This is an optimization exercise on Yosys and OpenROAD, whose aim is small area and a short achievable clock period, not a production implementation. Function was checked by simulation only, so behaviour that the tests miss may differ from the original. Power is estimated from default activity; no workload was simulated.

==> garnet <==
==> flow/design.v (excerpt) <==
module CPU(clk, rst, imem_addr, imem_data, dmem_addr, dmem_wdata, dmem_we, dmem_rdata);
input clk, rst;
output [31:0] imem_addr;
input  [31:0] imem_data;
output [31:0] dmem_addr;
output [31:0] dmem_wdata;
output        dmem_we;
input  [31:0] dmem_rdata;
integer i;
reg  [31:2] PC;
reg         stall;           
reg  [31:0] InstrD;
reg  [31:2] PCPlus4D;
reg         RegWriteE, MemtoRegE, MemWriteE, BranchE;
reg         opArithE, opSubE, opAndE, opOrE, opSltE;
reg         aRE, aME, aWE;           
reg         bIE, bRE, bME, bWE;      
reg         sRE, sME, sWE;           
reg  [4:0]  WriteRegE;
reg  [31:0] RD1E, RD2E;
reg  [15:0] ImmE;
reg  [31:2] PCBranchE;
reg         RegWriteM, MemtoRegM, MemWriteM, PCSrcM;
reg  [4:0]  WriteRegM;
reg  [31:0] ALUOutM, WDataM;
reg  [31:2] PCBranchM;
reg         RegWriteW;
reg  [4:0]  WriteRegW;
reg  [31:0] ResultW;
reg  [1023:0] rf;
wire [31:2] PCPlus4F = PC + 30'd1;
wire [31:2] PCNext   = PCSrcM ? PCBranchM : PCPlus4F;
wire [5:0]  opD = InstrD[31:26];
wire [5:0]  fnD = InstrD[5:0];
wire [4:0]  rsD = InstrD[25:21];
wire [4:0]  rtD = InstrD[20:16];
wire [4:0]  rdD = InstrD[15:11];
wire isR   = (opD == 6'b000000);
wire isLW  = (opD == 6'b100011);
wire isSW  = (opD == 6'b101011);
wire isADDI= (opD == 6'b001000);
wire isBEQ = (opD == 6'b000100);
wire RegWriteD = ~(isSW | isBEQ);
wire RegDstD   = ~(isLW | isADDI);
wire ALUSrcD   = isLW | isSW | isADDI;
wire fAdd = isR & (fnD == 6'b100000);
wire fOr  = isR & (fnD == 6'b100101);
wire fAnd = isR & (fnD == 6'b100100);
  ...
==> flow/config.mk <==
export PLATFORM = sky130hd
export DESIGN_NAME = CPU
export DESIGN_NICKNAME = CPU
export VERILOG_FILES = /design/flow/design.v
export SDC_FILE = /design/flow/constraint.sdc
export NUM_CORES = 4
export LEC_CHECK = 0
export CAP_MARGIN = 20
export CORE_MARGIN = 2
export CORE_UTILIZATION = 40
export SLEW_MARGIN = 20
==> flow/constraint.sdc <==
create_clock -name core_clock -period 7.0 [get_ports {clk}]
set_input_delay 1.4000 -clock core_clock [delete_from_list [all_inputs] [get_ports {clk}]]
set_output_delay 1.4000 -clock core_clock [all_outputs]
set_load 0.01 [all_outputs]
run.sh (not shown) runs the stock make flow with config.mk's settings and CLKGATE_MAP_FILE= SYNTH_SCRIPT=/design/flow/synth_recipe.tcl, a recipe that flattens the netlist after the stock synthesis.
==> xenon: changes against garnet <==
==> flow/config.mk (replaced) <==
export PLATFORM = sky130hd
export DESIGN_NAME = CPU
export DESIGN_NICKNAME = CPU
export VERILOG_FILES = /design/flow/design.v
export SDC_FILE = /design/flow/constraint.sdc
export NUM_CORES = 4
export LEC_CHECK = 0
export ABC_CLOCK_PERIOD_IN_PS = 3000
export CAP_MARGIN = 20
export CORE_MARGIN = 2
export CORE_UTILIZATION = 60
export CTS_BUF_LIST = sky130_fd_sc_hd__clkbuf_4 sky130_fd_sc_hd__clkbuf_8
export SETUP_SLACK_MARGIN = 4.0
export SLEW_MARGIN = 20
export TNS_END_PERCENT = 5
==> nickel: changes against garnet <==
--- a/flow/design.v
+++ b/flow/design.v
@@ -1,7 +1,36 @@
+`timescale 1ns/1ns
+module add32(a, b, ci, s, co);
+input  [31:0] a, b;
+input         ci;
+output reg [31:0] s;
+output reg        co;
+reg [31:0] p, g, gn, pn;
+integer l, i, j;
+always @(*) begin
+  p = a ^ b;
+  g = a & b;
+  g[0] = (a[0] & b[0]) | (a[0] & ci) | (b[0] & ci);
+  for (l = 0; l < 5; l = l + 1) begin
+    gn = g;
+    pn = p;
+    for (i = 0; i < 32; i = i + 1) begin
+      if ((i >> l) & 1) begin
+        j = ((i >> l) << l) - 1;
+        gn[i] = g[i] | (p[i] & g[j]);
+        pn[i] = p[i] & p[j];
+      end
+    end
+    g = gn;
+    p = pn;
+  end
+  s  = (a ^ b) ^ {g[30:0], ci};
+  co = g[31];
+end
+endmodule
 `timescale 1ns/1ns
 module CPU(clk, rst, imem_addr, imem_data, dmem_addr, dmem_wdata, dmem_we, dmem_rdata);
 input clk, rst;
 output [31:0] imem_addr;
 input  [31:0] imem_data;
 output [31:0] dmem_addr;
 output [31:0] dmem_wdata;
@@ -10,17 +39,17 @@
 integer i;
 reg  [31:2] PC;
 reg         stall;           
 reg  [31:0] InstrD;
 reg  [31:2] PCPlus4D;
 reg         RegWriteE, MemtoRegE, MemWriteE, BranchE;
 reg         opArithE, opSubE, opAndE, opOrE, opSltE;
-reg         aRE, aME, aWE;           
-reg         bIE, bRE, bME, bWE;      
-reg         sRE, sME, sWE;           
+reg         aRE, aME;                
+reg         bIE, bRE, bME;           
+reg         sRE, sME;                
 reg  [4:0]  WriteRegE;
 reg  [31:0] RD1E, RD2E;
 reg  [15:0] ImmE;
 reg  [31:2] PCBranchE;
 reg         RegWriteM, MemtoRegM, MemWriteM, PCSrcM;
 reg  [4:0]  WriteRegM;
 reg  [31:0] ALUOutM, WDataM;
@@ -62,31 +91,33 @@
   rdA = 32'd0;
   rdB = 32'd0;
   for (i = 0; i < 32; i = i + 1) begin
     rdA = rdA | ({32{rsD == i}} & rf[i*32 +: 32]);
     rdB = rdB | ({32{rtD == i}} & rf[i*32 +: 32]);
   end
 end
+wire [31:0] ResultM;
 wire bypA = RegWriteW & (WriteRegW == rsD);
 wire bypB = RegWriteW & (WriteRegW == rtD);
-wire [31:0] RD1D = bypA ? ResultW : rdA;
-wire [31:0] RD2D = bypB ? ResultW : rdB;
+wire [31:0] RD1D = fwdAW ? ResultM : bypA ? ResultW : rdA;
+wire [31:0] RD2D = fwdBW ? ResultM : bypB ? ResultW : rdB;
 wire [31:2] PCBranchD = PCPlus4D + {{14{InstrD[15]}}, InstrD[15:0]};
 wire [31:0] ImmX = {{16{ImmE[15]}}, ImmE};
-wire [31:0] srcA = ({32{aRE}} & RD1E) | ({32{aME}} & ALUOutM) | ({32{aWE}} & ResultW);
-wire [31:0] srcB = ({32{bIE}} & ImmX) | ({32{bRE}} & RD2E) | ({32{bME}} & ALUOutM) | ({32{bWE}} & ResultW);
-wire [31:0] sdat = ({32{sRE}} & RD2E) | ({32{sME}} & ALUOutM) | ({32{sWE}} & ResultW);
+wire [31:0] srcA = ({32{aRE}} & RD1E) | ({32{aME}} & ALUOutM);
+wire [31:0] srcB = ({32{bIE}} & ImmX) | ({32{bRE}} & RD2E) | ({32{bME}} & ALUOutM);
+wire [31:0] sdat = ({32{sRE}} & RD2E) | ({32{sME}} & ALUOutM);
 wire        inv  = opSubE | opSltE;
-wire [33:0] sumx = {1'b0, srcA, 1'b1} + {1'b0, srcB ^ {32{inv}}, inv};
-wire [31:0] sum  = sumx[32:1];
-wire        ltu  = ~sumx[33];
+wire [31:0] sum;
+wire        cout;
+add32 adder(.a(srcA), .b(srcB ^ {32{inv}}), .ci(inv), .s(sum), .co(cout));
+wire        ltu  = ~cout;
 wire [31:0] aluY = ({32{opArithE}} & sum) | ({32{opAndE}} & (srcA & srcB)) |
                    ({32{opOrE}} & (srcA | srcB)) | {31'd0, opSltE & ltu};
 wire        eqAB = (srcA == srcB);
-wire [31:0] ResultM = MemtoRegM ? dmem_rdata : ALUOutM;
+assign ResultM = MemtoRegM ? dmem_rdata : ALUOutM;
 wire [31:0] WDataE  = (WriteRegE == WriteRegM) ? ResultM : sdat;
 assign imem_addr  = {PC, 2'b00};
 assign dmem_addr  = ALUOutM;
 assign dmem_wdata = WDataM;
 assign dmem_we    = MemWriteM;
 always @(posedge clk) begin
   if (rst) begin
@@ -104,25 +135,25 @@
 always @(posedge clk) begin
   if (!stall) PCPlus4D <= PCPlus4F;
 end
 always @(posedge clk) begin
   if (rst | stall) begin
     RegWriteE <= 1'b0; MemtoRegE <= 1'b0; MemWriteE <= 1'b0; BranchE <= 1'b0;
     opArithE <= 1'b0; opSubE <= 1'b0; opAndE <= 1'b0; opOrE <= 1'b0; opSltE <= 1'b0;
-    aRE <= 1'b0; aME <= 1'b0; aWE <= 1'b0;
-    bIE <= 1'b0; bRE <= 1'b0; bME <= 1'b0; bWE <= 1'b0;
-    sRE <= 1'b0; sME <= 1'b0; sWE <= 1'b0;
+    aRE <= 1'b0; aME <= 1'b0;
+    bIE <= 1'b0; bRE <= 1'b0; bME <= 1'b0;
+    sRE <= 1'b0; sME <= 1'b0;
     WriteRegE <= 5'd0;
   end else begin
     RegWriteE <= RegWriteD; MemtoRegE <= isLW; MemWriteE <= isSW; BranchE <= isBEQ;
     opArithE <= opAddD | opSubD; opSubE <= opSubD; opAndE <= fAnd; opOrE <= fOr; opSltE <= fSlt;
-    aRE <= ~(fwdAM | fwdAW); aME <= fwdAM; aWE <= fwdAW;
+    aRE <= ~fwdAM; aME <= fwdAM;
     bIE <= ALUSrcD;
-    bRE <= ~ALUSrcD & ~(fwdBM | fwdBW); bME <= ~ALUSrcD & fwdBM; bWE <= ~ALUSrcD & fwdBW;
-    sRE <= ~(fwdBM | fwdBW); sME <= fwdBM; sWE <= fwdBW;
+    bRE <= ~ALUSrcD & ~fwdBM; bME <= ~ALUSrcD & fwdBM;
+    sRE <= ~fwdBM; sME <= fwdBM;
     WriteRegE <= WriteRegD;
   end
 end
 always @(posedge clk) begin
   RD1E <= RD1D;
   RD2E <= RD2D;
   ImmE <= InstrD[15:0];
--- a/flow/config.mk
+++ b/flow/config.mk
@@ -4,8 +4,10 @@
 export VERILOG_FILES = /design/flow/design.v
 export SDC_FILE = /design/flow/constraint.sdc
 export NUM_CORES = 4
 export LEC_CHECK = 0
 export CAP_MARGIN = 20
 export CORE_MARGIN = 2
 export CORE_UTILIZATION = 40
+export SETUP_SLACK_MARGIN = 4.0
 export SLEW_MARGIN = 20
+export TNS_END_PERCENT = 5
==> raven: changes against garnet <==
==> flow/config.mk (replaced) <==
export PLATFORM = sky130hd
export DESIGN_NAME = CPU
export DESIGN_NICKNAME = CPU
export VERILOG_FILES = /design/flow/design.v
export SDC_FILE = /design/flow/constraint.sdc
export NUM_CORES = 4
export LEC_CHECK = 0
export ABC_CLOCK_PERIOD_IN_PS = 3000
export CAP_MARGIN = 20
export CORE_MARGIN = 2
export CORE_UTILIZATION = 40
export SETUP_SLACK_MARGIN = 4.0
export SLEW_MARGIN = 20
export TNS_END_PERCENT = 5
==> run summary <==
| item | garnet | nickel | raven | xenon |
|---|---|---|---|---|
| Cell count after synthesis | 4,665 | 4,634 | 4,665 | 4,665 |
| Clock Skew | 33.4 ps | 34.2 ps | 42.9 ps | 68.0 ps |
| Status | timing/DRC/antenna clean | timing/DRC/antenna clean | timing/DRC/antenna clean | timing/DRC/antenna clean |
| Yosys warning total | 1 | 2 | 1 | 1 |
| Met1 track utilization from global routing | 0.416 | 0.423 | 0.420 | 0.632 |
| Gr usage total | 0.346 | 0.346 | 0.354 | 0.510 |
| Area after DPL | 65,500 sq um | 65,400 sq um | 65,700 sq um | 64,600 sq um |
| Sw Share | 0.270 | 0.274 | 0.275 | 0.281 |
| Origin of the worst setup path | bIE$_SDFF_PP0_ | bME$_SDFF_PP0_ | aME$_SDFF_PP0_ | aME$_SDFF_PP0_ |
| FFs & Latches | 1,392 | 1,389 | 1,392 | 1,392 |
| Final std cells w/o fill | 6,974 | 7,047 | 7,151 | 6,558 |
| Initial antenna violation count | 18 | 14 | 20 | 15 |
| Combined area of the multi-input logic cells | 21,100 sq um | 21,800 sq um | 21,900 sq um | 21,900 sq um |
| Fraction of synthesized cell area taken by the top area cell type | 0.524 | 0.523 | 0.524 | 0.524 |
| Logic depth of the worst setup path including buffers | 12 | 18 | 14 | 15 |
| Register cell area after layout | 38,400 sq um | 38,400 sq um | 38,500 sq um | 38,500 sq um |
| Skew-Pair Late Insertion Delay | 810 ps | 810 ps | 810 ps | 960 ps |
| Worst path required time | 7730 ps | 7700 ps | 7670 ps | 7850 ps |
| Critical Path Slowest Stage Cell | dfxtp_1 | dfxtp_4 | a222oi_1 | a222oi_1 |
| Net switching power figure | 0.00557 W | 0.00558 W | 0.00581 W | 0.00559 W |

-- re-timing with driven ports --
How much do the figures lean on ideal ports? The routed layouts below were timed once more, with nothing changed but the port constraints.
Step 1, drivers: a clkbuf_16 drives clk and a buf_2 each remaining input, both assumed.
Step 2 moves the port delays by t, midway between the first and last clock arrival at a register: inputs arrive t later, outputs are due t later. That takes back most of the time a late clock gives input paths.
Slacks: ideal / step 1 / step 2; pairs: ideal / step 1.
| run | t (ns) | slack for setup (ns) | hold slack, ns | worst setup path at the end | worst register clock-pin slew, ns |
|---|---|---|---|---|---|
| garnet | 0.865 | 2.412 / 2.412 / 1.842 | 0.323 / 0.323 / 0.323 | input to register | 0.07 / 0.07 |
| xenon | 1.001 | 3.256 / 3.256 / 2.602 | 0.320 / 0.320 / 0.320 | input to register | 0.07 / 0.07 |
| nickel | 0.879 | 3.494 / 3.494 / 2.958 | 0.322 / 0.322 / 0.322 | input to register | 0.07 / 0.07 |
| raven | 0.887 | 3.241 / 3.241 / 2.889 | 0.323 / 0.323 / 0.323 | input to register | 0.07 / 0.07 |
After both steps setup and hold are still met in every run listed. The setup slack of xenon, which loses most, moves by 0.000 ns with the drivers and by -0.654 ns with both steps.
